What follows belongs to an exercise in optimizing a design on an open flow for small area, a short achievable clock period and few clock cycles per item; a production flow would make more cautious choices.
RTL that was checked went through simulation tests only; none was proved equivalent to the original.

// multiplierIEEE754_verilog
module multiplierIEEE754_verilog(
    op1,
    op2,
    in_rdy,
    res,
    res_rdy,
    clk,
    rst
    );
    input  wire [31:0] op1, op2;
    input  wire clk, in_rdy, rst;
    output reg  [31:0] res;
    output reg  res_rdy;
    wire [7:0]  e1 = op1[30:23];
    wire [7:0]  e2 = op2[30:23];
    wire [22:0] f1 = op1[22:0];
    wire [22:0] f2 = op2[22:0];
    wire        s1 = op1[31];
    wire        s2 = op2[31];
    wire        s  = s1 ^ s2;
    wire e1_max = &e1, e2_max = &e2;
    wire e1_0 = ~|e1, e2_0 = ~|e2;
    wire f1_0 = ~|f1, f2_0 = ~|f2;
    wire nan1 = e1_max & ~f1_0;
    wire nan2 = e2_max & ~f2_0;
    wire inf1 = e1_max & f1_0;
    wire inf2 = e2_max & f2_0;
    wire zer1 = e1_0 & f1_0;
    wire zer2 = e2_0 & f2_0;
    wire [8:0]  sum   = {1'b0, e1} + {1'b0, e2};
    wire [8:0]  t0    = sum - 9'd127;              
    wire        under = (sum < 9'd127);
    wire        dn    = e1_0 | e2_0;               
    wire        rare  = under | dn;
    wire [47:0] np;
    mul24 u_mul(.a({~e1_0, f1}), .b({~e2_0, f2}), .rn(rare), .p(np));
    wire [47:0] p = ~np;
    wire p47 = p[47];
    wire [22:0] fd = e1_0 ? f1 : f2;
    reg  [4:0]  lead;
    integer i;
    always @(*) begin
        lead = 5'd0;
        for (i = 0; i < 23; i = i + 1)
            if (fd[i]) lead = i[4:0];
    end
    wire [4:0]  a     = dn ? lead : 5'd0;
    wire [9:0]  b     = 10'd149 - {1'b0, sum};    
    wire        extra = b[9] | ({4'd0, a} > b[8:0]);
    wire [5:0]  rsh   = extra ? {1'b0, a} : b[5:0];
    wire        flush = ~extra & (b[8:0] >= 9'd48);
    wire [48:0] pv  = {p, 1'b0};
  ...
Size: ~2900 cells after synthesis, about 80 flip-flops, roughly 100 I/O pins, about 24000 um^2 of cells after synthesis.
Settings: LEC_CHECK=0, ABC_AREA=1, CAP_MARGIN=20, CORE_MARGIN=2, CORE_UTILIZATION=40, SETUP_SLACK_MARGIN=2.5, SLEW_MARGIN=20, SYNTH_HIERARCHICAL=1; clock period 12.0 ns.
standard.sh (not shown) runs the stock make flow with config.mk's settings and CLKGATE_MAP_FILE= SYNTH_SCRIPT=/design/flow/synth_recipe.tcl, a recipe that flattens the netlist after the stock synthesis.
==> flow/flow/run.sh <==
#!/bin/bash
# The standard layout (the standard.sh, all of ORFS from synthesis to
# finish), except that the input and output ports are buffered with buf_4
# cells instead of the cell buffer_ports picks by itself.
set -euo pipefail
bash standard.sh "BUFFER_PORTS_ARGS=-buffer_cell sky130_fd_sc_hd__buf_4" finish > standard_flow.log 2>&1
==> next run, changes <==
--- a/flow/design.v
+++ b/flow/design.v
@@ -48,30 +48,28 @@
     wire [4:0]  a     = dn ? lead : 5'd0;
     wire [9:0]  b     = 10'd149 - {1'b0, sum};    
     wire        extra = b[9] | ({4'd0, a} > b[8:0]);
     wire [5:0]  rsh   = extra ? {1'b0, a} : b[5:0];
     wire        flush = ~extra & (b[8:0] >= 9'd48);
     wire [48:0] pv  = {p, 1'b0};
     wire [56:0] sh5 = rsh[5] ? {32'd0, pv[48:32]} : {8'd0, pv};
     wire [40:0] sh4 = rsh[4] ? sh5[56:16] : sh5[40:0];
-    wire [32:0] sh3 = flush ? 33'd0 : (rsh[3] ? sh4[40:8] : sh4[32:0]);
+    wire [32:0] sh3 = rsh[3] ? sh4[40:8]  : sh4[32:0];
+    wire [28:0] sh2 = rsh[2] ? sh3[32:4]  : sh3[28:0];
+    wire [26:0] sh1 = rsh[1] ? sh2[28:2]  : sh2[26:0];
+    wire [25:0] sh0 = rsh[0] ? sh1[26:1]  : sh1[25:0];
+    wire [25:0] y   = flush ? 26'd0 : sh0;
+    wire        late  = extra & ~y[25];
+    wire [24:0] qr    = late ? y[24:0] : y[25:1];
     reg         pend;
-    reg  [32:0] sh3_r;
-    reg  [2:0]  rsh_r;
-    reg         extra_r;
-    reg  [7:0]  ab_r;
+    reg  [24:0] qr_r;
+    reg  [7:0]  eb_r;
     reg         s_r;
-    wire [28:0] sh2 = rsh_r[2] ? sh3_r[32:4] : sh3_r[28:0];
-    wire [26:0] sh1 = rsh_r[1] ? sh2[28:2]   : sh2[26:0];
-    wire [25:0] y   = rsh_r[0] ? sh1[26:1]   : sh1[25:0];
-    wire        late = extra_r & ~y[25];
-    wire [24:0] qr_r = late ? y[24:0] : y[25:1];
-    wire [7:0]  eb_r = ~extra_r ? 8'd0 : (late ? ab_r - 8'd1 : ab_r);
-    wire [7:0]  eb_p = ~extra_r ? 8'd1 : (late ? ab_r : ab_r + 8'd1);
+    wire [7:0]  eb_p = eb_r + 8'd1;
     wire [23:0] x  = pend ? qr_r[24:1] : p[47:24];
     wire        xc = pend ? qr_r[0] : (p[23] & p[22]);
     wire [24:0] q = {x, xc};
     wire [22:0] mr;
     wire        ovf;
     wire pc1;
     pnd u_pc1 (.a(q[1]), .b(q[0]), .y(pc1));
     wire pc2;
@@ -204,17 +202,19 @@
     assign mr[21] = ~(x[21] ^ pc51);
     assign mr[22] = x[22] ^ pc52;
     assign ovf = ~pc54;
     wire        sh  = pend | p47;
     wire [22:0] mm  = sh ? mr : p[45:23];
     wire [7:0]  tx0 = t0[7:0];
     wire [7:0]  tx1 = t0[7:0] + 8'd1;
     wire [7:0]  tx2 = t0[7:0] + 8'd2;
-    wire [7:0]  ab  = {3'd0, a} - b[7:0];      
+    wire [7:0]  ab  = {3'd0, a} - b[7:0];
+    wire [7:0]  abm = ab - 8'd1;
+    wire [7:0]  eb  = ~extra ? 8'd0 : (late ? abm : ab);
     wire [7:0]  te0 = pend ? eb_r : (p47 ? tx1 : tx0);
     wire [7:0]  te1 = pend ? eb_p : tx2;
     wire [7:0]  te  = ovf ? te1 : te0;
     wire special = nan1 | nan2 | inf1 | inf2 | zer1 | zer2 | (e1_0 & e2_0);
     wire slow    = rare & ~special;
     reg [31:0] r;
     always @(*) begin
         if (pend | ~special)
@@ -227,21 +227,19 @@
             r = 32'hFFC00000;
         else if (inf1 | inf2)
             r = {s, 8'hFF, 23'd0};
         else
             r = {s, 31'd0};
     end
     always @(posedge clk) begin
         res  <= r;
-        sh3_r   <= sh3;
-        rsh_r   <= rsh[2:0];
-        extra_r <= extra;
-        ab_r    <= ab;
-        s_r     <= s;
+        qr_r <= qr;
+        eb_r <= eb;
+        s_r  <= s;
     end
     always @(posedge clk, posedge rst)
         if (rst) begin
             pend    <= 1'b0;
             res_rdy <= 1'b0;
         end else begin
             pend    <= in_rdy & slow;
             res_rdy <= (in_rdy & ~slow) | pend;
Result: Wire length went down by 10%; utilization went down by 3.0 points; design area went down by 5.1%; worst setup slack is better by 55 ps; via count went down by 5.2%; register-to-register slack is better by 1100 ps; hold slack is better by 30 ps; area after synthesis went up by 0.96%; maximum frequency went up by 0.60%; clock skew hardly moves; critical path depth went down by 4.
Testbench counts after the change, summed over its fixed seeds: cycles 6,488, items 3,200.
For the first run of this note, only the layout was checked, not whether the RTL still works.

[port drivers added, routing unchanged]
How much do the figures lean on ideal ports? The routed layouts below were timed once more, with nothing changed but the port constraints.
Step 1, drivers: a clkbuf_16 drives clk and a buf_2 each remaining input, both assumed.
Step 2 times the ports against the registers' clock, not the clock port: input delays grow and output delays shrink by t, the midpoint of the rising clock arrivals with the driver on.
a / b / c = ideal ports / drivers / drivers and shift; a / b = the first two.
run	t (ns)	setup WS [ns]	clock arrival spread, ns	worst register clock-pin slew, ns
the first run	0.390	2.718 / 2.584 / 2.194	0.011 / 0.010	0.07 / 0.07
the second run	0.401	2.773 / 2.746 / 2.345	0.012 / 0.012	0.07 / 0.07
After both steps every run listed still meets setup and hold. For the first run, which loses most, drivers alone change the setup slack by -0.134 ns; drivers and shift together by -0.524 ns.
